From an optimization exercise on the open Yosys and OpenROAD flow, aimed at small area; shortcuts taken in it are not production practice.
In this exercise RTL edits were held to simulation tests only and were not proved equivalent to the original.
No activity file was given, so power comes from the tool's default toggle rates.

===== flow/design.v =====
`timescale  1ns/1ns
`default_nettype wire
module parser_wrapper #(
  parameter C_BUS_DATA_WIDTH = 512                 ,
  parameter C_BUS_KEEP_WIDTH = (C_BUS_DATA_WIDTH/8)
) (
  input  wire                        CLK              ,
  input  wire                        RST_N            ,
  input  wire [C_BUS_DATA_WIDTH-1:0] IN_PACKET_TDATA  ,
  output wire                        IN_PACKET_TREADY ,
  input  wire                        IN_PACKET_TVALID ,
  input  wire                        IN_PACKET_TLAST  ,
  input  wire [C_BUS_KEEP_WIDTH-1:0] IN_PACKET_TKEEP  ,
  output wire [C_BUS_DATA_WIDTH-1:0] OUT_PACKET_TDATA ,
  input  wire                        OUT_PACKET_TREADY,
  output wire                        OUT_PACKET_TVALID,
  output wire                        OUT_PACKET_TLAST ,
  output wire [C_BUS_KEEP_WIDTH-1:0] OUT_PACKET_TKEEP ,
  output wire                        RULE_TDATA       ,
  output wire                        RULE_TVALID
);
  assign OUT_PACKET_TDATA  = IN_PACKET_TDATA;
  assign IN_PACKET_TREADY  = OUT_PACKET_TREADY;
  assign OUT_PACKET_TVALID = IN_PACKET_TVALID;
  assign OUT_PACKET_TLAST  = IN_PACKET_TLAST;
  assign OUT_PACKET_TKEEP  = IN_PACKET_TKEEP;
  reg [C_BUS_DATA_WIDTH-1:0] data ;
  reg                        valid;
  reg                        last ;
  always @(posedge CLK or negedge RST_N) begin : proc_reg_data
    if(~RST_N) begin
      data  <= 0;
      valid <= 0;
      last  <= 0;
    end else begin
      if(IN_PACKET_TVALID&IN_PACKET_TREADY) begin
        last  <= IN_PACKET_TLAST;
        data  <= IN_PACKET_TDATA;
        valid <= 1'b1;
      end else begin
        valid <= 1'b0;
      end
    end
  end
  reg new_pkt;
  always @(posedge CLK or negedge RST_N) begin : proc_new_pkt
    if(~RST_N) begin
      new_pkt <= 1'b1;
    end else begin
      if(valid&last) begin
        new_pkt <= 1'b1;
      end else if(valid) begin
        new_pkt <= 1'b0;
      end
    end
  end
  localparam LENGTH_ETHERNET = 14*8                       ;
  localparam LENGTH_IPV4     = 20*8                       ;
  localparam LENGTH_TCP      = 20*8                       ;
  localparam OFFSET_IP       = LENGTH_ETHERNET            ;
  localparam OFFSET_TCP_IPV4 = LENGTH_ETHERNET+LENGTH_IPV4;
  reg        rule                                         ;
  reg        candidate                                    ;
  reg        rule_asserted                                ;
  reg        rule_valid                                   ;
  wire       has_vlan                                     ;
  wire is_ipv4;
  assign is_ipv4 = data[96+:16]==16'h0008;
  wire is_tcp_ipv4;
  assign is_tcp_ipv4 = data[OFFSET_IP+72+:8]==8'h06;
  wire is_tcp_ipv4_port_443;
  assign is_tcp_ipv4_port_443 = data[OFFSET_TCP_IPV4+:16]==16'hbb01||data[OFFSET_TCP_IPV4+16+:16]==16'hbb01;
  wire [8:0] tcp_offset;
  assign tcp_offset = {data[OFFSET_TCP_IPV4+100+:4], 5'h0};
  reg [7:0] ssl_offset_r;
  wire [7:0] ssl_offset;
  assign ssl_offset  = tcp_offset+OFFSET_TCP_IPV4;
  wire is_content_type_22;
  assign is_content_type_22  = data[ssl_offset_r+:8]==8'd22;
  wire is_handshake_type_01;
  assign is_handshake_type_01  = data[ssl_offset_r+40+:8]==8'd01;
  assign RULE_TDATA  = rule;
  assign RULE_TVALID = rule_valid;
  always @(posedge CLK or negedge RST_N) begin : proc_rule
    if(~RST_N) begin
      rule       <= 0;
      rule_valid <= 0;
      rule_asserted <= 0;
      ssl_offset_r  <= 0;
    end else begin
      if(valid&new_pkt) begin
        candidate <= (is_ipv4 && is_tcp_ipv4 && is_tcp_ipv4_port_443);  
        ssl_offset_r <= ssl_offset;
        rule_asserted <= 1'b0;
        if(last) begin  
          rule <= 1'b0;
          rule_valid <= 1'b1;
        end else begin
          rule_valid <= 1'b0;
        end
      end else if(valid&!rule_asserted) begin
        if(candidate) begin
          rule <= is_content_type_22 & is_handshake_type_01;
        end else begin
          rule <= 1'b0;
        end
        rule_valid <= 1'b1;
        rule_asserted <= 1'b1;
      end else if(rule_valid) begin
        rule_valid <= 1'b0;
      end
    end
  end
endmodule

===== flow/run.sh =====
#!/bin/bash
# synth_recipe.tcl (not shown) runs the flow's synth.tcl, then flattens the netlist and writes it again
# the make line also repeats each setting of config.mk as NAME=value (left out here)
make -C /OpenROAD-flow-scripts/flow DESIGN_CONFIG=/design/flow/config.mk WORK_HOME=/design/flow/orfs CLKGATE_MAP_FILE= SYNTH_SCRIPT=/design/flow/synth_recipe.tcl finish

===== flow/config.mk =====
export PLATFORM = sky130hd
export DESIGN_NAME = parser_wrapper
export DESIGN_NICKNAME = parser_wrapper
export VERILOG_FILES = /design/flow/design.v
export SDC_FILE = /design/flow/constraint.sdc
export NUM_CORES = 4
export LEC_CHECK = 0
export CAP_MARGIN = 20
export CORE_AREA = 5 5 435 435
export DIE_AREA = 0 0 440 440
export SLEW_MARGIN = 20

===== flow/constraint.sdc =====
create_clock -name core_clock -period 5.0 [get_ports {CLK}]
set_input_delay 1.0000 -clock core_clock [delete_from_list [all_inputs] [get_ports {CLK}]]
set_output_delay 1.0000 -clock core_clock [all_outputs]
set_load 0.01 [all_outputs]

==> results of run 1 <==
## power by group
part	total (mW)	switching (mW)	internal (mW)
registers	3.01	0.268	2.74
clock network	2.67	1.12	1.56
logic	1.48	0.678	0.803
## cell usage after synthesis, types with 5 or more instances
cell	number
buf_4	581
dfrtp_1	292
mux2_2	288
nor4_1	32
buf_2	28
nand2_1	27
nor4b_1	12
a21oi_1	11
clkbuf_1	10
nor3_1	9
nor4bb_1	9
nand2b_1	8
nor2_1	6
o21ai_0	6
nor4b_2	5
## per-layer routing
layer / vias up / GRT usage [%] / share of wire, %
li1: 4174 / - / -
met1: 4890 / 8.26 / 31
met2: 569 / 15.5 / 51
met3: 237 / 5.27 / 13
met4: 4 / 4.27 / 4.7
met5: - / 0.353 / 0.099
## cell type report
cell class	instances	area share, %
flip-flops and latches	294	33.2
diodes	3	0.0338
clock buffers	50	4.62
clock inverters	16	0.773
well taps	2464	13.9
repair buffers	602	27.2
inverters	2	0.0338
multi-input cells	460	20.2
## registers in the layout (all words and copies together) (netlist names)
signal and flops:
new_pkt 1, rule_asserted 1, last 1, data 283
ssl_offset_r 4, rule 1, rule_valid 1, candidate 1
valid 1
## logic make-up after synthesis
logic type | share of synthesized area, %
AOI/OAI and AO/OA | 1.42
buffers and inverters | 27.8
DFF | 45.0
muxes | 20.4
and+or+nand+nor | 5.37
## placed cells by master, fill, tap and decap left out, types with 2 or more instances in the layout
cell type,instances
or4_1,2
nor2_1,6
clkbuf_8,5
dfrtp_1,290
mux2_2,288
clkbuf_1,8
nor4_1,30
dfrtp_2,2
mux4_2,4
diode_2,3
nor4bb_1,9
nand4_1,3
clkinv_2,4
nor4b_1,10
nand2b_1,8
clkdlybuf4s50_1,574
nand4b_1,4
buf_4,21
clkinvlp_4,3
buf_12,6
nor4b_2,6
nor2b_1,2
nor4_2,2
nand3b_1,4
clkbuf_16,37
inv_6,4
nor3_1,9
nor3b_1,3
o21ai_0,6
nand3_1,3
bufinv_16,2
nand2_1,27
clkinv_4,2
a21oi_1,11
a311o_1,2
## path summary, 6_finish.rpt
kind	endpoint	cells past startpoint
min reg2reg	rule_asserted	1
max	OUT_PACKET_TDATA[98]	2
max reg2reg	rule	7
min	data[238]	1
max in group asynchronous	data[81]	2
min in group core_clock	rule_asserted	1
==> impl_metrics.py, run 1 <==
metrics = {
    "place": {
        "dpl_cell_area_um2": 21000,
        "dpl.hpwl_mm": 79.0,
        "finalWeightedCongestion": 0.798,
        "place_inst": 3822,
        "pre_cts_slack_ns": 1.43,
        "buffer_ports.inserted": 575,
    },
    "worst_setup_path": {
        "r2r_start": "data[153]",
        "slowest_stage": "clkdlybuf4s50_1",
        "crit_buf_inv": 2,
        "critical_path.startpoint": "IN_PACKET_TDATA[98]",
        "critPathLaunchType": "input port",
        "crit_type": "in2out",
        "crit_required_ns": 4.00,
        "reg2reg_slack_ns": 2.18,
        "cpPeakStageDelay_ns": 0.84,
        "worst_ep_arrival_time_ns": 2.53,
        "endpoint_kind": "output port",
        "critical-path-top-delay-family": "buffers and inverters",
        "critical_path.cell_chain": "clkdlybuf4s50_1 > clkdlybuf4s50_1",
        "cp_max_fo": 2,
        "worst_path_most_repeated_cell": "clkdlybuf4s50_1",
    },
    "routing": {
        "route.vias.total": 9874,
        "avgRoutedWirePerCell_um": 23.5,
        "drtIter0Drc": 483,
        "firstDrtPassIters": 4,
        "routed_wl_mm": 91.4,
        "antenna_left": 0,
        "vias_per_cell": 2.54,
        "drt_drc_violations_left": 0,
    },
    "sta": {
        "final_setup_violation_count": 0,
        "timing.final.crit_share_pct": 70.6,
        "min_period_ns": 3.53,
        "fmaxAchievable_mhz": 283,
        "finalHoldViolations": 0,
        "tightestPinTransition_ns": 1.05,
        "worst_slack_ns": 1.47,
        "worst_hold_slack_ns": 0.409,
        "setup_repair_after_global_routing_missed_its_margin": "false",
        "max-slew-margin-rel_pct": 29.6,
        "drv_slew": 0,
        "fin_setup_tns_ns": 0,
        "max_clock_skew_ns": 0.0269,
    },
    "cells_and_area": {
        "fin_cells": 3891,
        "postLayoutCellArea_um2": 22200,
        "fill_cells": 20830,
        "area_of_the_multi_input_gates_um2": 4480,
        "area_delta_synth_final_pct": 35.6,
        "number_of_nets_at_the_end_of_the_flow": 1978,
        "layout-drive-gt1-share_pct": 27.7,
        "sequential_cell_area_um2": 7370,
        "postLayoutCoreUtil_pct": 12.1,
    },
    "synthesis": {
        "synth.avg_cell_area_um2": 11.9,
        "synth_top_area_cell": "dfrtp_1",
        "yosys_top_cell_area_share_pct": 44.7,
        "synthesis_stage_register_bit_count": 294,
        "synth_seq_area_share_pct": 45.0,
        "post_synthesis_net_count": 1956,
        "synthCells": 1375,
        "synth.area.top_cells": "dfrtp_1, buf_4, mux2_2, nor4_1, buf_2",
        "synthDistinctLibCells": 48,
        "mapped_cell_area_um2": 16400,
        "synthArstFlopShare_pct": 99.7,
        "yosys_most_used_dff": "dfrtp_1",
        "synth-edff-count": 1,
        "yosysWarningCount": 1,
    },
    "global_routing": {
        "vias_in_the_first_global_route": 10916,
        "grt_remaining_overflow": 0,
        "grt_usage_pct": 8.90,
        "grt_first_pass_wirelength_mm": 113,
        "grt_antenna_before_repair": 11,
        "grt_start_max_net_pins": 108,
    },
    "clock_tree": {
        "worstSkewPairLatency_ns": 0.58,
        "clock_tree.htree_level_count": 2,
        "clock_path_buffers": 3,
        "holdBufCountCts": 0,
        "ctsResizeCount": 0,
        "cts_tree": "yes",
        "path_clk_slew_ns": 0.05,
        "clock_tree.root_cell": "clkbuf_16",
        "cts_sinks": 294,
        "num_cts_buffers": 37,
        "cts_setup_buffers": 0,
    },
    "status": {
        "outcome": "finished clean",
    },
    "floorplan": {
        "width_of_the_chip_um": 440,
        "row_count": 157,
        "initial_utilization_pct": 8.91,
        "boundaryPins": 1162,
        "fp.dieH_um": 440,
        "core-area_um2": 183000,
        "fp.dieArea_um2": 194000,
    },
    "worst_hold_path": {
        "holdCritPathClass": "in2async",
    },
    "power_and_ir_drop": {
        "peakVddDrop_mv": 0.181,
        "static-leakage-power_nw": 7.79,
        "totalPowerFinal_mw": 7.16,
        "power_density_nw_per_um2": 323,
    },
    "job": {
        "drv_cap": 0,
    },
}
==> run 2: changes to the inputs <==
==> flow/design.v (replaced) <==
`timescale  1ns/1ns
`default_nettype wire
module parser_wrapper #(
  parameter C_BUS_DATA_WIDTH = 512                 ,
  parameter C_BUS_KEEP_WIDTH = (C_BUS_DATA_WIDTH/8)
) (
  input  wire                        CLK              ,
  input  wire                        RST_N            ,
  input  wire [C_BUS_DATA_WIDTH-1:0] IN_PACKET_TDATA  ,
  output wire                        IN_PACKET_TREADY ,
  input  wire                        IN_PACKET_TVALID ,
  input  wire                        IN_PACKET_TLAST  ,
  input  wire [C_BUS_KEEP_WIDTH-1:0] IN_PACKET_TKEEP  ,
  output wire [C_BUS_DATA_WIDTH-1:0] OUT_PACKET_TDATA ,
  input  wire                        OUT_PACKET_TREADY,
  output wire                        OUT_PACKET_TVALID,
  output wire                        OUT_PACKET_TLAST ,
  output wire [C_BUS_KEEP_WIDTH-1:0] OUT_PACKET_TKEEP ,
  output wire                        RULE_TDATA       ,
  output wire                        RULE_TVALID
);
  assign OUT_PACKET_TDATA  = IN_PACKET_TDATA;
  assign IN_PACKET_TREADY  = OUT_PACKET_TREADY;
  assign OUT_PACKET_TVALID = IN_PACKET_TVALID;
  assign OUT_PACKET_TLAST  = IN_PACKET_TLAST;
  assign OUT_PACKET_TKEEP  = IN_PACKET_TKEEP;
  wire [C_BUS_DATA_WIDTH-1:0] d = IN_PACKET_TDATA;
  wire take = IN_PACKET_TVALID & OUT_PACKET_TREADY;
  reg       first;       
  reg       second;      
  reg       candidate;
  reg [2:0] off;         
  reg       pend_valid, pend_rule;
  reg       rule_valid, rule;
  assign RULE_TDATA  = rule;
  assign RULE_TVALID = rule_valid;
  wire is_cand = (d[96+:16] == 16'h0008) && (d[184+:8] == 8'h06) &&
                 (d[272+:16] == 16'hbb01 || d[288+:16] == 16'hbb01);
  wire [7:0] hit;
  genvar k;
  generate
    for (k = 0; k < 8; k = k + 1) begin : g_hit
      assign hit[k] = (d[16+32*k+:8] == 8'd22) && (d[56+32*k+:8] == 8'd1);
    end
  endgenerate
  always @(posedge CLK or negedge RST_N) begin
    if (~RST_N) begin
      first      <= 1'b1;
      pend_valid <= 1'b0;
      rule_valid <= 1'b0;
    end else begin
      if (take)
        first <= IN_PACKET_TLAST;
      pend_valid <= take & (first ? IN_PACKET_TLAST : second);
      rule_valid <= pend_valid;
    end
  end
  always @(posedge CLK) begin
    if (take) begin
      second <= first & ~IN_PACKET_TLAST;
      if (first) begin
        candidate <= is_cand;
        off       <= d[372+:3];
      end
    end
    pend_rule <= ~first & candidate & hit[off];
    rule      <= pend_rule;
  end
endmodule
==> flow/flow/run.sh (new file) <==
#!/bin/bash
set -euo pipefail
bash standard.sh "BUFFER_PORTS_ARGS=-buffer_cell sky130_fd_sc_hd__buf_1" finish > flow_make.log 2>&1
==> flow/standard.sh (new file) <==
#!/bin/bash
# synth_recipe.tcl (not shown) runs the flow's synth.tcl, then flattens the netlist and writes it again
# the make line also repeats each setting of config.mk as NAME=value (left out here)
make -C /OpenROAD-flow-scripts/flow DESIGN_CONFIG=/design/flow/config.mk WORK_HOME=/design/flow/orfs CLKGATE_MAP_FILE= SYNTH_SCRIPT=/design/flow/synth_recipe.tcl "${@:-finish}"
removed: flow/run.sh
==> run 2 against run 1 <==
Compared with the run above: still clean; critical path depth unchanged; first-iteration DRC count decreased by 1.0%; combinational power decreased by 74%; synthesized area decreased by 68%; largest cell class is now tap cells; largest power group is now combinational logic.
==> impl_metrics.py, run 2 <==
metrics = {
    "power_and_ir_drop": {
        "power_density_nw_per_um2": 118,
        "static-leakage-power_nw": 0.691,
        "comb_power_share_pct": 60.4,
        "p_seq_share_pct": 15.7,
        "netSwitchingFraction_pct": 58.0,
        "power.share.clock_pct": 23.9,
        "power_switching_uw": 374,
        "intPower_uw": 271,
        "peakVddDrop_mv": 0.0779,
    },
    "routing": {
        "firstDrtPassIters": 5,
        "vias_per_cell": 1.52,
        "routed_wl_mm": 142,
        "antenna_left": 0,
        "avgRoutedWirePerCell_um": 48.5,
        "route.vias.total": 4437,
        "drtIter0Drc": 478,
        "drt_drc_violations_left": 0,
    },
    "synthesis": {
        "synthArstFlopShare_pct": 30.0,
        "synth_top_area_cell": "buf_4",
        "synth.avg_cell_area_um2": 7.81,
        "yosys_top_cell_area_share_pct": 83.1,
        "synthesis_stage_register_bit_count": 10,
        "yosys_most_used_dff": "edfxtp_1",
        "mapped_cell_area_um2": 5230,
        "most_frequent_cell_after_synthesis": "buf_4",
        "netlist_top_cells_count": "buf_4, nor4b_1, nor4_1",
        "synth-edff-count": 5,
        "post_synthesis_net_count": 1251,
        "synth_seq_area_share_pct": 5.09,
        "synth.area.top_cells": "buf_4, nor4b_1, edfxtp_1, dfrtp_1, nor4_1",
        "yosysWarningCount": 1,
        "synthDistinctLibCells": 31,
        "synthCells": 670,
    },
    "floorplan": {
        "initial_utilization_pct": 2.85,
        "fp.dieArea_um2": 194000,
        "fp.dieH_um": 440,
        "row_count": 157,
        "core-area_um2": 183000,
        "boundaryPins": 1162,
        "width_of_the_chip_um": 440,
    },
    "worst_setup_path": {
        "worst_path_most_repeated_cell": "buf_1",
        "critical-path-top-delay-family": "buffers and inverters",
        "worst_ep_arrival_time_ns": 1.89,
        "crit_required_ns": 4.00,
        "critPathLaunchType": "input port",
        "slowest_stage": "buf_1",
        "crit_type": "in2out",
        "reg2regPathDepth": 6,
        "timing.rr.end": "pend_rule",
        "cpPeakStageDelay_ns": 0.75,
        "endpoint_kind": "output port",
        "crit_buf_inv": 2,
        "critical_path.cell_chain": "buf_1 > buf_1",
        "cp_max_fo": 2,
        "r2r_start": "off[0]",
        "reg2reg_slack_ns": 2.47,
    },
    "cells_and_area": {
        "final_common_cell": "buf_1",
        "reg_with_most_ffs": "off",
        "commonest_cells_after_routing_fill_and_taps_aside": "buf_1, nor4b_1",
        "number_of_nets_at_the_end_of_the_flow": 1030,
        "layout-drive-gt1-share_pct": 3.13,
        "fill_cells": 22075,
        "area_delta_synth_final_pct": 4.09,
        "postLayoutCoreUtil_pct": 2.97,
        "largest_register_ff_count": 3,
    },
    "clock_tree": {
        "cts_tree": "yes",
        "clock_tree.htree_level_count": 1,
        "holdBufCountCts": 0,
        "ctsResizeCount": 0,
        "clock_tree.root_cell": "clkbuf_16",
        "cts_sinks": 10,
        "cts_setup_buffers": 0,
        "path_clk_slew_ns": 0.05,
        "clock_path_buffers": 2,
        "num_cts_buffers": 3,
        "worstSkewPairLatency_ns": 0.25,
    },
    "global_routing": {
        "vias_in_the_first_global_route": 3565,
        "grt_antenna_before_repair": 56,
        "grt_remaining_overflow": 0,
        "grt_first_pass_wirelength_mm": 150,
        "grt_start_max_net_pins": 7,
        "grt_usage_pct": 13.9,
    },
    "worst_hold_path": {
        "holdCritPathClass": "reg2reg",
        "min_to": "rule_valid",
        "worst_hold_path.num_cells": 0,
        "hold_path_startpoint": "pend_valid",
    },
    "place": {
        "buffer_ports.inserted": 351,
        "dpl.hpwl_mm": 138,
        "finalWeightedCongestion": 0.972,
        "pre_cts_slack_ns": 1.92,
    },
    "sta": {
        "max-slew-margin-rel_pct": 33.9,
        "max_clock_skew_ns": 0.00167,
        "setup_repair_after_global_routing_missed_its_margin": "false",
        "min_period_ns": 2.89,
        "finalHoldViolations": 0,
        "fmaxAchievable_mhz": 346,
        "worst_slack_ns": 2.11,
        "tightestPinTransition_ns": 0.996,
        "fin_setup_tns_ns": 0,
        "drv_slew": 0,
        "timing.final.crit_share_pct": 57.9,
        "final_setup_violation_count": 0,
    },
    "job": {
        "drv_cap": 0,
    },
    "status": {
        "outcome": "finished clean",
    },
}
-- run 2: layer usage --
| metal | wire length, um | track usage (%) | vias to the layer above |
|---|---|---|---|
| met5 | 426 | 1.26 | - |
| met4 | 2930 | 1.96 | 10 |
| met3 | 50600 | 23.3 | 203 |
| met2 | 61300 | 21.2 | 1196 |
| met1 | 26700 | 7.87 | 1887 |
| li1 | - | - | 1141 |
-- run 2: power by group through the flow --
stage                     Sequential, mW  Combinational (mW)  Clock, mW
after floorplan                   0.0974               0.496          0
after global placement             0.104               0.391          0
after detailed placement           0.104               0.391          0
after CTS                          0.102               0.392      0.162
after global routing               0.102               0.406      0.164
final                              0.101               0.390      0.154
-- run 2: logic make-up after synthesis --
kind of cell / Yosys count / synth area share, %
buffers and inverters: 580 / 83.1
AND/OR/NAND/NOR: 73 / 10.5
flip-flops: 10 / 5.09
AO/OA/AOI/OAI: 5 / 0.836
multiplexers: 2 / 0.406
-- run 2: worst max-delay path by stage --
stage	startpoint	end	slack, ns	cells past startpoint
final	IN_PACKET_TDATA[125]	OUT_PACKET_TDATA[125]	2.11	2
after global routing	IN_PACKET_TDATA[125]	OUT_PACKET_TDATA[125]	2.02	2
after CTS	IN_PACKET_TDATA[125]	OUT_PACKET_TDATA[125]	1.98	2
after detailed placement	IN_PACKET_TDATA[283]	candidate	1.92	5
after global placement	IN_PACKET_TDATA[217]	pend_rule	1.45	6
after floorplan	OUT_PACKET_TREADY	IN_PACKET_TREADY	2.88	1
-- run 2: final cells by class --
cell class              count  area [um^2]  area share, %
diodes                     13         32.5          0.597
clock buffers               3         75.1           1.38
clock inverters             1         3.75         0.0689
inverters                   1         3.75         0.0689
multi-input cells          80          647           11.9
flip-flops and latches     10          267           4.89
well taps                2464         3080           56.6
repair buffers            353         1340           24.5
-- run 2: metrics by stage --
| stage | hold slack, ns | power (mW) | cells | area, um^2 |
|---|---|---|---|---|
| final | 0.352 | 0.645 | 2925 | 5450 |
| after floorplan | 0.310 | 0.593 | 670 | 5230 |
| after global routing | 0.367 | 0.672 | 2914 | 5420 |
| after global placement | 0.346 | 0.494 | 2907 | 5310 |
| after CTS | 0.357 | 0.656 | 2912 | 5420 |
| after detailed placement | 0.337 | 0.495 | 2908 | 5340 |
==> run 3: changes to the inputs <==
--- a/flow/config.mk
+++ b/flow/config.mk
@@ -7,5 +7,6 @@
 export LEC_CHECK = 0
 export CAP_MARGIN = 20
 export CORE_AREA = 5 5 435 435
+export CTS_BUF_LIST = sky130_fd_sc_hd__clkbuf_4
 export DIE_AREA = 0 0 440 440
 export SLEW_MARGIN = 20
==> run 3 against run 2 <==
Compared with the run above: still clean; utilization barely moved; cell count barely moved; die area did not move; global-route usage did not move; cell area fell by 0.92%; synthesized area did not move; wire length barely moved; clock skew rose by 0.0049 ns; power fell by 13%; register-to-register slack got worse by 0.04 ns.
==> impl_metrics.py, run 3 <==
metrics = {
    "routing": {
        "route.vias.total": 4381,
        "drt_drc_violations_left": 0,
        "firstDrtPassIters": 5,
        "vias_per_cell": 1.50,
        "routed_wl_mm": 142,
        "avgRoutedWirePerCell_um": 48.5,
        "antenna_left": 0,
        "drtIter0Drc": 430,
    },
    "synthesis": {
        "synth_compound_area_share_pct": 0.837,
        "synth.avg_cell_area_um2": 7.81,
        "netlist_top_cells_count": "buf_4, nor4b_1, nor4_1",
        "post_synth_mux_area_share_pct": 0.406,
        "post_synth_xor_area_fraction_pct": 0,
        "synthCells": 670,
        "synth_top_area_cell": "buf_4",
        "synthArstFlopShare_pct": 30.0,
        "synth.area.top_cells": "buf_4, nor4b_1, edfxtp_1, dfrtp_1, nor4_1",
        "synth-adder-area-share_pct": 0,
        "yosys_top_cell_area_share_pct": 83.1,
        "yosys_most_used_dff": "edfxtp_1",
        "synthDistinctLibCells": 31,
        "post_synthesis_net_count": 1251,
        "synth_top_family_by_area": "buffers and inverters",
        "post_synth_and_or_nand_nor_area_fraction_pct": 10.5,
        "synthesis_stage_register_bit_count": 10,
        "synth-edff-count": 5,
        "synth_seq_area_share_pct": 5.09,
        "yosysWarningCount": 1,
        "most_frequent_cell_after_synthesis": "buf_4",
        "mapped_cell_area_um2": 5230,
    },
    "worst_hold_path": {
        "hold_path_startpoint": "pend_rule",
        "holdCritPathClass": "reg2reg",
    },
    "worst_setup_path": {
        "timing.rr.end": "pend_rule",
        "crit_buf_inv": 2,
        "critical_path.cell_chain": "buf_1 > buf_1",
        "cp_max_fo": 2,
        "cpPeakStageDelay_ns": 0.75,
        "reg2regPathDepth": 6,
        "worst_path_most_repeated_cell": "buf_1",
        "crit_type": "in2out",
        "critPathLaunchType": "input port",
        "r2r_start": "off[0]",
        "endpoint": "OUT_PACKET_TDATA[125]",
        "cp.depth": 2,
        "endpoint_kind": "output port",
        "crit_required_ns": 4.00,
        "critical_path.startpoint": "IN_PACKET_TDATA[125]",
        "worst_ep_arrival_time_ns": 1.89,
        "critical-path-top-delay-family": "buffers and inverters",
        "slowest_stage": "buf_1",
        "reg2reg_slack_ns": 2.43,
    },
    "floorplan": {
        "boundaryPins": 1162,
        "row_count": 157,
        "initial_utilization_pct": 2.85,
        "fp.dieArea_um2": 194000,
        "width_of_the_chip_um": 440,
        "core-area_um2": 183000,
        "fp.dieH_um": 440,
    },
    "global_routing": {
        "grt_remaining_overflow": 0,
        "grt_first_pass_wirelength_mm": 150,
        "grt_start_max_net_pins": 7,
        "vias_in_the_first_global_route": 3555,
        "grt_antenna_before_repair": 58,
        "grt_usage_pct": 13.9,
    },
    "clock_tree": {
        "path_clk_slew_ns": 0.09,
        "cts_sinks": 10,
        "clock_path_buffers": 2,
        "clock_tree.htree_level_count": 1,
        "num_cts_buffers": 3,
        "cts_setup_buffers": 0,
        "holdBufCountCts": 0,
        "worstSkewPairLatency_ns": 0.30,
        "ctsResizeCount": 0,
        "clock_tree.root_cell": "clkbuf_4",
        "cts_tree": "yes",
    },
    "job": {
        "drv_cap": 0,
    },
    "place": {
        "pre_cts_slack_ns": 1.92,
        "finalWeightedCongestion": 0.972,
        "buffer_ports.inserted": 351,
        "dpl.hpwl_mm": 138,
        "place_inst": 2908,
    },
    "sta": {
        "worst_slack_ns": 2.11,
        "final_setup_violation_count": 0,
        "finalHoldViolations": 0,
        "setup_repair_after_global_routing_missed_its_margin": "false",
        "tightestPinTransition_ns": 0.996,
        "max_clock_skew_ns": 0.00654,
        "fmaxAchievable_mhz": 346,
        "drv_slew": 0,
        "timing.final.crit_share_pct": 57.8,
        "worst_hold_slack_ns": 0.363,
        "min_period_ns": 2.89,
        "max-slew-margin-rel_pct": 33.8,
        "fin_setup_tns_ns": 0,
    },
    "cells_and_area": {
        "commonest_cells_after_routing_fill_and_taps_aside": "buf_1, nor4b_1",
        "area_delta_synth_final_pct": 3.13,
        "largest_register_ff_count": 3,
        "fill_cells": 22083,
        "fin_cells": 2926,
        "final_common_cell": "buf_1",
        "reg_with_most_ffs": "off",
        "number_of_nets_at_the_end_of_the_flow": 1030,
        "layout-drive-gt1-share_pct": 3.13,
    },
    "power_and_ir_drop": {
        "power_density_nw_per_um2": 104,
        "peakVddDrop_mv": 0.0713,
        "static-leakage-power_nw": 0.668,
    },
    "status": {
        "outcome": "finished clean",
    },
}
==> run 3: cell counts after synthesis <==
No cell type changed its count.
==> run 3: worst register-to-register path, cell delays in order, from the launching register on <==
cell,delay [ns]
edfxtp_1,0.60
buf_4,0.30
nor4b_2,0.33
nand3b_1,0.15
o221ai_2,0.59
o31ai_1,0.18
a221oi_1,0.33
==> run 3: worst min-delay path by stage <==
stage,end,slack (ns),depth (start not counted)
floorplan,rule,0.31,0
global placement,rule_valid,0.35,0
detailed placement,rule_valid,0.34,0
CTS,rule_valid,0.37,0
global route,rule,0.37,0
finish,rule,0.36,0
==> run 3: cell type report <==
cell class	count	area (um^2)	share of cell area [%]
well taps	2464	3080	57.1
repair buffers	353	1340	24.8
multi-input cells	80	647	12.0
flip-flops and latches	10	267	4.94
diodes	14	35.0	0.649
clock buffers	3	22.5	0.417
clock inverters	1	3.75	0.0695
inverters	1	3.75	0.0695
==> run 3: power breakdown <==
| group | switching (mW) | internal [mW] |
|---|---|---|
| clock | 0.0408 | 0.0291 |
| combinational | 0.317 | 0.0723 |
| sequential | 0.00811 | 0.0928 |
==> run 3: stage by stage <==
| step | total power, mW | area [um^2] | utilization, % |
|---|---|---|---|
| 2_1_floorplan | 0.593 | 5230 | - |
| 6_report | 0.560 | 5400 | 2.94 |
| 3_3_place_gp | 0.494 | 5310 | 2.89 |
| 3_5_place_dp | 0.495 | 5340 | 2.91 |
| 5_1_grt | 0.588 | 5370 | 2.93 |
| 4_1_cts | 0.571 | 5360 | 2.92 |
==> run 3: logic make-up (layout without fill, tap and decap cells) <==
family / Yosys count / count (layout)
buffers and inverters: 580 / 358
muxes: 2 / 2
AOI/OAI and AO/OA: 5 / 5
and+or+nand+nor: 73 / 73
other: 0 / 14
DFF: 10 / 10
==> run 3: routing by layer <==
metal  track usage (%)  wire [um]  part of all wire (%)
met5              1.26        306                  0.22
met4              1.90       2760                   1.9
met3              23.3      50700                    36
met2              21.2      61500                    43
met1              7.87      26800                    19
==> run 4: changes to the inputs <==
--- a/flow/config.mk
+++ b/flow/config.mk
@@ -6,7 +6,7 @@
 export NUM_CORES = 4
 export LEC_CHECK = 0
 export CAP_MARGIN = 20
-export CORE_AREA = 5 5 435 435
+export CORE_AREA = 5 5 195 195
 export CTS_BUF_LIST = sky130_fd_sc_hd__clkbuf_4
-export DIE_AREA = 0 0 440 440
+export DIE_AREA = 0 0 200 200
 export SLEW_MARGIN = 20
==> run 4 against run 3 <==
Compared with the run above: the run now fails in 3_2_place_iop; synthesized area unchanged; synthesized cell count unchanged.
==> impl_metrics.py, run 4 <==
metrics = {
    "synthesis": {
        "synthCells": 670,
        "synth_top_area_cell": "buf_4",
        "synth.area.top_cells": "buf_4, nor4b_1, edfxtp_1, dfrtp_1, nor4_1",
        "synthesis_stage_register_bit_count": 10,
        "yosysWarningCount": 1,
        "synthDistinctLibCells": 31,
        "yosys_top_cell_area_share_pct": 83.1,
        "synth_seq_area_share_pct": 5.09,
        "netlist_top_cells_count": "buf_4, nor4b_1, nor4_1",
        "synth.avg_cell_area_um2": 7.81,
        "yosys_most_used_dff": "edfxtp_1",
        "synth-edff-count": 5,
        "post_synthesis_net_count": 1251,
        "synthArstFlopShare_pct": 30.0,
        "mapped_cell_area_um2": 5230,
        "most_frequent_cell_after_synthesis": "buf_4",
    },
    "status": {
        "outcome": "did not finish",
        "tool.error": "[ERROR PPL-0024] Number of IO pins (1162) exceeds maximum number of available positions (718). Increase the die perimeter from 800.00um to 1580.32um.",
        "failed_stage": "3_2_place_iop",
    },
    "floorplan": {
        "row_count": 69,
        "width_of_the_chip_um": 200,
        "initial_utilization_pct": 14.7,
        "fp.dieH_um": 200,
    },
}
==> run 4: cell families after synthesis <==
logic type	Yosys count	share of synthesized area, %
simple gates	73	10.5
mux	2	0.406
flops	10	5.09
compound gates	5	0.836
buf+inv	580	83.1
==> run 5: changes to the inputs <==
--- a/flow/config.mk
+++ b/flow/config.mk
@@ -7,6 +7,6 @@
 export LEC_CHECK = 0
 export CAP_MARGIN = 20
 export CORE_AREA = 5 5 195 195
-export CTS_BUF_LIST = sky130_fd_sc_hd__clkbuf_4
+export CTS_BUF_LIST = sky130_fd_sc_hd__clkbuf_2
 export DIE_AREA = 0 0 200 200
 export SLEW_MARGIN = 20
==> run 5 against run 4 <==
Compared with the run above: the flow again stops in 3_2_place_iop; synthesized cell count is the same; synthesized area is the same.
==> impl_metrics.py, run 5 <==
metrics = {
    "synthesis": {
        "synthArstFlopShare_pct": 30.0,
        "post_synthesis_net_count": 1251,
        "synth-edff-count": 5,
        "yosysWarningCount": 1,
        "yosys_most_used_dff": "edfxtp_1",
        "synth.avg_cell_area_um2": 7.81,
        "mapped_cell_area_um2": 5230,
        "netlist_top_cells_count": "buf_4, nor4b_1, nor4_1",
        "synth_seq_area_share_pct": 5.09,
        "synthDistinctLibCells": 31,
        "most_frequent_cell_after_synthesis": "buf_4",
        "yosys_top_cell_area_share_pct": 83.1,
        "synthesis_stage_register_bit_count": 10,
        "synth_top_area_cell": "buf_4",
        "synthCells": 670,
        "synth.area.top_cells": "buf_4, nor4b_1, edfxtp_1, dfrtp_1, nor4_1",
    },
    "status": {
        "failed_stage": "3_2_place_iop",
        "outcome": "did not finish",
        "tool.error": "[ERROR PPL-0024] Number of IO pins (1162) exceeds maximum number of available positions (718). Increase the die perimeter from 800.00um to 1580.32um.",
    },
    "floorplan": {
        "fp.dieH_um": 200,
        "width_of_the_chip_um": 200,
        "initial_utilization_pct": 14.7,
        "row_count": 69,
    },
}
-- run 5: cell counts after synthesis --
Identical to the previous run, type by type.
-- run 5: kinds of logic after synthesis --
| kind of cell | share of synthesized area (%) |
|---|---|
| AO/OA/AOI/OAI | 0.836 |
| buffers and inverters | 83.1 |
| flip-flops | 5.09 |
| multiplexers | 0.406 |
| AND/OR/NAND/NOR | 10.5 |
==> run 6: changes to the inputs <==
--- a/flow/config.mk
+++ b/flow/config.mk
@@ -6,7 +6,7 @@
 export NUM_CORES = 4
 export LEC_CHECK = 0
 export CAP_MARGIN = 20
-export CORE_AREA = 5 5 195 195
-export CTS_BUF_LIST = sky130_fd_sc_hd__clkbuf_2
-export DIE_AREA = 0 0 200 200
+export CORE_AREA = 5 5 435 435
+export CTS_BUF_LIST = sky130_fd_sc_hd__clkbuf_8
+export DIE_AREA = 0 0 440 440
 export SLEW_MARGIN = 20
==> run 6 against run 5 <==
Compared with the run above: now clean on timing, DRC and antenna; synthesized cell count did not move; synthesized area is the same.
==> impl_metrics.py, run 6 <==
metrics = {
    "sta": {
        "final_setup_violation_count": 0,
        "setup_repair_after_global_routing_missed_its_margin": "false",
        "drv_slew": 0,
        "worst_hold_slack_ns": 0.359,
        "timing.final.crit_share_pct": 57.8,
        "max-slew-margin-rel_pct": 33.8,
        "max_clock_skew_ns": 0.00204,
        "fin_setup_tns_ns": 0,
        "tightestPinTransition_ns": 0.996,
        "finalHoldViolations": 0,
        "min_period_ns": 2.89,
        "worst_slack_ns": 2.11,
        "fmaxAchievable_mhz": 346,
    },
    "cells_and_area": {
        "area_delta_synth_final_pct": 3.49,
        "final_common_cell": "buf_1",
        "number_of_nets_at_the_end_of_the_flow": 1030,
        "area_of_the_multi_input_gates_um2": 647,
        "reg_with_most_ffs": "off",
        "layout-drive-gt1-share_pct": 3.13,
        "commonest_cells_after_routing_fill_and_taps_aside": "buf_1, nor4b_1",
        "fin_cells": 2926,
        "postLayoutCoreUtil_pct": 2.95,
        "largest_register_ff_count": 3,
        "sequential_cell_area_um2": 267,
        "postLayoutCellArea_um2": 5420,
        "fill_cells": 22079,
    },
    "worst_setup_path": {
        "worst_path_most_repeated_cell": "buf_1",
        "critPathLaunchType": "input port",
        "crit_type": "in2out",
        "cpPeakStageDelay_ns": 0.75,
        "cp_max_fo": 2,
        "critical_path.startpoint": "IN_PACKET_TDATA[125]",
        "endpoint": "OUT_PACKET_TDATA[125]",
        "critical_path.cell_chain": "buf_1 > buf_1",
        "crit_required_ns": 4.00,
        "reg2reg_slack_ns": 2.44,
        "timing.rr.end": "pend_rule",
        "slowest_stage": "buf_1",
        "worst_ep_arrival_time_ns": 1.89,
        "crit_buf_inv": 2,
        "reg2regPathDepth": 6,
        "endpoint_kind": "output port",
        "r2r_start": "off[0]",
        "critical-path-top-delay-family": "buffers and inverters",
        "cp.depth": 2,
    },
    "routing": {
        "vias_per_cell": 1.51,
        "firstDrtPassIters": 5,
        "route.vias.total": 4422,
        "antenna_left": 0,
        "drt_drc_violations_left": 0,
        "avgRoutedWirePerCell_um": 48.5,
        "routed_wl_mm": 142,
        "drtIter0Drc": 425,
    },
    "worst_hold_path": {
        "holdCritPathClass": "reg2reg",
    },
    "floorplan": {
        "core-area_um2": 183000,
        "fp.dieArea_um2": 194000,
        "initial_utilization_pct": 2.85,
        "row_count": 157,
        "fp.dieH_um": 440,
        "boundaryPins": 1162,
        "width_of_the_chip_um": 440,
    },
    "place": {
        "buffer_ports.inserted": 351,
        "dpl_cell_area_um2": 5340,
        "dpl.hpwl_mm": 138,
        "finalWeightedCongestion": 0.972,
        "place_inst": 2908,
        "pre_cts_slack_ns": 1.92,
    },
    "status": {
        "outcome": "finished clean",
    },
    "synthesis": {
        "mapped_cell_area_um2": 5230,
        "synth_seq_area_share_pct": 5.09,
        "synthDistinctLibCells": 31,
        "synth.avg_cell_area_um2": 7.81,
        "yosys_top_cell_area_share_pct": 83.1,
        "synth_top_area_cell": "buf_4",
        "synthesis_stage_register_bit_count": 10,
        "yosys_most_used_dff": "edfxtp_1",
        "post_synthesis_net_count": 1251,
        "synthCells": 670,
        "most_frequent_cell_after_synthesis": "buf_4",
        "synthArstFlopShare_pct": 30.0,
        "synth.area.top_cells": "buf_4, nor4b_1, edfxtp_1, dfrtp_1, nor4_1",
        "synth-edff-count": 5,
        "yosysWarningCount": 1,
        "netlist_top_cells_count": "buf_4, nor4b_1, nor4_1",
    },
    "power_and_ir_drop": {
        "totalPowerFinal_uw": 590,
        "comb_power_share_pct": 66.1,
        "power_density_nw_per_um2": 109,
        "peakVddDrop_mv": 0.0715,
        "static-leakage-power_nw": 0.676,
        "netSwitchingFraction_pct": 62.7,
        "intPower_uw": 220,
        "power_switching_uw": 370,
        "power.share.clock_pct": 16.8,
        "p_seq_share_pct": 17.1,
    },
    "global_routing": {
        "grt_usage_pct": 13.9,
        "grt_start_max_net_pins": 7,
        "grt_antenna_before_repair": 58,
        "vias_in_the_first_global_route": 3555,
        "grt_remaining_overflow": 0,
        "grt_first_pass_wirelength_mm": 150,
    },
    "clock_tree": {
        "num_cts_buffers": 3,
        "clock_path_buffers": 2,
        "cts_setup_buffers": 0,
        "holdBufCountCts": 0,
        "path_clk_slew_ns": 0.06,
        "cts_sinks": 10,
        "worstSkewPairLatency_ns": 0.26,
        "cts_tree": "yes",
        "clock_tree.htree_level_count": 1,
        "ctsResizeCount": 0,
        "clock_tree.root_cell": "clkbuf_8",
    },
    "job": {
        "drv_cap": 0,
    },
}
-- run 6: layer usage --
metal	track usage (%)	share of wire, %	vias to the layer above
li1	-	-	1138
met1	7.87	19	1846
met2	21.2	43	1219
met3	23.3	35	205
met4	1.90	1.9	14
met5	1.26	0.32	-
-- run 6: worst min-delay path by stage --
stage | start | end | slack [ns] | depth (start not counted)
2_1_floorplan | pend_rule | rule | 0.31 | 0
3_3_place_gp | pend_valid | rule_valid | 0.35 | 0
3_5_place_dp | pend_valid | rule_valid | 0.34 | 0
4_1_cts | pend_valid | rule_valid | 0.36 | 0
5_1_grt | pend_rule | rule | 0.37 | 0
6_report | pend_rule | rule | 0.36 | 0
-- run 6: power groups by stage --
stage / clock [mW] / sequential, mW / combinational [mW]
after floorplan: 0 / 0.0974 / 0.496
after global placement: 0 / 0.104 / 0.391
after detailed placement: 0 / 0.104 / 0.391
after CTS: 0.105 / 0.102 / 0.392
after global routing: 0.108 / 0.102 / 0.406
final: 0.0991 / 0.101 / 0.389
-- run 6: worst register-to-register path, cell delays in order, from the launching register on --
cell,delay (ns)
edfxtp_1,0.59
buf_4,0.30
nor4b_2,0.33
nand3b_1,0.15
o221ai_2,0.59
o31ai_1,0.18
a221oi_1,0.33
-- run 6: cell type report --
type                       count  area share (%)
tap                         2464            56.9
inverter                       1          0.0693
antenna                       14           0.647
clock buffer                   3           0.762
sequential                    10            4.92
multi-input combinational     80            11.9
clock inverter                 1          0.0693
timing repair buffer         353            24.7
-- run 6: logic make-up after synthesis --
group / count (synthesis) / share of synthesized area, %
multiplexers: 2 / 0.406
buffers and inverters: 580 / 83.1
AND/OR/NAND/NOR: 73 / 10.5
flip-flops: 10 / 5.09
AO/OA/AOI/OAI: 5 / 0.836
==> run 7: changes to the inputs <==
==> flow/run.sh (new file) <==
#!/bin/bash
# synth_recipe.tcl (not shown) runs the flow's synth.tcl, then flattens the netlist and writes it again
# the make line also repeats each setting of config.mk as NAME=value (left out here)
make -C /OpenROAD-flow-scripts/flow DESIGN_CONFIG=/design/flow/config.mk WORK_HOME=/design/flow/orfs CLKGATE_MAP_FILE= SYNTH_SCRIPT=/design/flow/synth_recipe.tcl finish
--- a/flow/config.mk
+++ b/flow/config.mk
@@ -7,6 +7,5 @@
 export LEC_CHECK = 0
 export CAP_MARGIN = 20
 export CORE_AREA = 5 5 435 435
-export CTS_BUF_LIST = sky130_fd_sc_hd__clkbuf_8
 export DIE_AREA = 0 0 440 440
 export SLEW_MARGIN = 20
removed: flow/flow/run.sh
removed: flow/standard.sh
==> run 7 against run 6 <==
Compared with the run above: non-clock buffer count rose by 1; clock power rose by 49%; utilization rose by 1.2 points; clock skew fell by 0.00082 ns; synthesized cell count did not move; register-to-register slack got worse by 0.14 ns; worst setup slack got worse by 0.69 ns; critical path depth did not move; cell area rose by 41%; die area did not move.
==> impl_metrics.py, run 7 <==
metrics = {
    "synthesis": {
        "yosys_most_used_dff": "edfxtp_1",
        "mapped_cell_area_um2": 5230,
        "synthCells": 670,
        "synthesis_stage_register_bit_count": 10,
        "most_frequent_cell_after_synthesis": "buf_4",
        "synth_seq_area_share_pct": 5.09,
        "synth.avg_cell_area_um2": 7.81,
        "synth-edff-count": 5,
        "synthArstFlopShare_pct": 30.0,
        "yosysWarningCount": 1,
        "synth_top_area_cell": "buf_4",
        "post_synthesis_net_count": 1251,
        "synth.area.top_cells": "buf_4, nor4b_1, edfxtp_1, dfrtp_1, nor4_1",
        "netlist_top_cells_count": "buf_4, nor4b_1, nor4_1",
        "yosys_top_cell_area_share_pct": 83.1,
        "synthDistinctLibCells": 31,
    },
    "clock_tree": {
        "clock_tree.htree_level_count": 1,
        "cts_sinks": 10,
        "num_cts_buffers": 3,
        "ctsResizeCount": 0,
        "clock_tree.root_cell": "clkbuf_16",
        "clock_path_buffers": 2,
        "cts_tree": "yes",
        "path_clk_slew_ns": 0.04,
        "cts_setup_buffers": 0,
        "worstSkewPairLatency_ns": 0.24,
        "holdBufCountCts": 0,
    },
    "cells_and_area": {
        "commonest_cells_after_routing_fill_and_taps_aside": "clkdlybuf4s50_1, nor4b_1, nor3_1, nand3_1, nand4_1",
        "layout-drive-gt1-share_pct": 3.56,
        "sequential_cell_area_um2": 267,
        "number_of_nets_at_the_end_of_the_flow": 1031,
        "fill_cells": 21847,
        "reg_with_most_ffs": "off",
        "largest_register_ff_count": 3,
        "area_of_the_multi_input_gates_um2": 653,
        "area_delta_synth_final_pct": 46.0,
        "final_common_cell": "clkdlybuf4s50_1",
    },
    "sta": {
        "final_setup_violation_count": 0,
        "drv_slew": 0,
        "setup_repair_after_global_routing_missed_its_margin": "false",
        "timing.final.crit_share_pct": 71.6,
        "worst_slack_ns": 1.42,
        "max-slew-margin-rel_pct": 34.2,
        "max_clock_skew_ns": 0.00122,
        "tightestPinTransition_ns": 0.987,
        "min_period_ns": 3.58,
        "finalHoldViolations": 0,
        "fmaxAchievable_mhz": 279,
        "fin_setup_tns_ns": 0,
    },
    "worst_setup_path": {
        "slowest_stage": "clkdlybuf4s50_1",
        "crit_type": "in2out",
        "crit_buf_inv": 2,
        "crit_required_ns": 4.00,
        "cpPeakStageDelay_ns": 0.98,
        "endpoint_kind": "output port",
        "critical_path.startpoint": "IN_PACKET_TDATA[51]",
        "critical_path.cell_chain": "clkdlybuf4s50_1 > clkdlybuf4s50_1",
        "critical-path-top-delay-family": "buffers and inverters",
        "cp_max_fo": 2,
        "r2r_start": "off[0]",
        "worst_ep_arrival_time_ns": 2.58,
        "critPathLaunchType": "input port",
        "worst_path_most_repeated_cell": "clkdlybuf4s50_1",
    },
    "place": {
        "dpl.hpwl_mm": 138,
        "buffer_ports.inserted": 351,
        "finalWeightedCongestion": 1.02,
        "pre_cts_slack_ns": 1.33,
    },
    "worst_hold_path": {
        "hold_path_startpoint": "pend_rule",
        "holdCritPathClass": "reg2reg",
    },
    "power_and_ir_drop": {
        "power_density_nw_per_um2": 106,
        "totalPowerFinal_uw": 811,
        "peakVddDrop_mv": 0.0763,
        "static-leakage-power_nw": 1.66,
    },
    "floorplan": {
        "fp.dieArea_um2": 194000,
        "width_of_the_chip_um": 440,
        "initial_utilization_pct": 2.85,
        "core-area_um2": 183000,
        "fp.dieH_um": 440,
        "row_count": 157,
        "boundaryPins": 1162,
    },
    "status": {
        "outcome": "finished clean",
    },
    "global_routing": {
        "vias_in_the_first_global_route": 3727,
        "grt_first_pass_wirelength_mm": 151,
        "grt_usage_pct": 13.9,
        "grt_remaining_overflow": 0,
        "grt_start_max_net_pins": 7,
        "grt_antenna_before_repair": 45,
    },
    "job": {
        "drv_cap": 0,
    },
    "routing": {
        "firstDrtPassIters": 5,
        "drtIter0Drc": 518,
        "routed_wl_mm": 142,
        "drt_drc_violations_left": 0,
        "route.vias.total": 4196,
        "vias_per_cell": 1.44,
        "avgRoutedWirePerCell_um": 48.8,
        "antenna_left": 0,
    },
}
## run 7: changes by cell type in the layout (fill, tap and decap cells not counted)
cell	change
clkbuf_8	-3
diode_2	-11
buf_1	-351
buf_6	-1
nor4_1	-1
nor4_2	+1
clkdlybuf4s50_1	+351
clkbuf_16	+3
buf_8	+2
## run 7: per-layer routing
metal	global-route usage [%]	vias to the layer above	part of all wire, %
met1	7.88	1779	19
li1	-	1129	-
met4	3.02	24	3.2
met2	21.0	1081	42
met5	1.36	-	0.31
met3	23.1	183	35
## run 7: cells by family (layout without fill, tap and decap cells)
kind of cell	count (synthesis)	after routing	share of synthesized area, %
buffers and inverters	580	359	83.1
and+or+nand+nor	73	73	10.5
DFF	10	10	5.09
muxes	2	2	0.406
other	0	3	0
AOI/OAI and AO/OA	5	5	0.836
## run 7: cell type report
type,instances,area share (%)
well taps,2464,40.3
flip-flops and latches,10,3.49
diodes,3,0.0982
clock buffers,3,0.982
inverters,1,0.0491
repair buffers,354,46.5
clock inverters,1,0.0491
multi-input cells,80,8.54
## run 7: path summary, 6_finish.rpt
check / endpoint / slack [ns] / cells past startpoint
setup / recovery: OUT_PACKET_TDATA[51] / 1.42 / 2
max in group asynchronous: first / 3.83 / 1
hold / removal: rule / 0.33 / 0
min in group asynchronous: rule_valid / 0.95 / 1
setup reg to reg: pend_rule / 2.30 / 6
hold reg to reg: rule / 0.33 / 0
## run 7: report_power, final
part / switching (mW) / internal [mW] / total, mW / leakage, nW
combinational: 0.308 / 0.254 / 0.562 / 1.52
sequential: 0.00750 / 0.0932 / 0.101 / 0.0998
clock: 0.0429 / 0.105 / 0.148 / 0.0386
total: 0.359 / 0.452 / 0.811 / 1.66
## run 7: stage by stage
stage	util, %	instances	instance area (um^2)	hold WS [ns]
3_5_place_dp	4.12	2909	7560	0.328
5_1_grt	4.16	2913	7640	0.339
6_report	4.17	2916	7640	0.331
3_3_place_gp	4.09	2907	7500	0.320
2_1_floorplan	-	670	5230	0.310
4_1_cts	4.16	2913	7640	0.332

==> what the ideal ports hide <==
How much do the figures lean on ideal ports? The routed layouts below were timed once more, with nothing changed but the port constraints.
Step 1, drivers: a clkbuf_16 drives CLK and a buf_2 each remaining input, both assumed.
Step 2 moves the port delays by t, midway between the first and last clock arrival at a register: inputs arrive t later, outputs are due t later. That takes back most of the time a late clock gives input paths.
Slacks: no drivers / after step 1 / after step 2; pairs: no drivers / after step 1.
| run | shift t [ns] | slack for setup (ns) | worst setup path after step 2 | worst register clock-pin slew, ns |
|---|---|---|---|---|
| run 1 | 0.619 | 1.468 / 1.432 / 1.432 | input to output | 0.07 / 0.07 |
| run 2 | 0.311 | 2.106 / 2.012 / 1.927 | input to register | 0.05 / 0.05 |
| run 3 | 0.347 | 2.109 / 2.014 / 1.937 | input to register | 0.09 / 0.09 |
| run 6 | 0.312 | 2.109 / 2.014 / 1.929 | input to register | 0.06 / 0.06 |
| run 7 | 0.299 | 1.421 / 1.352 / 1.352 | input to output | 0.04 / 0.04 |
After both steps every run listed still meets setup and hold. For run 6, which loses most, drivers alone change the setup slack by -0.095 ns; drivers and shift together by -0.180 ns.
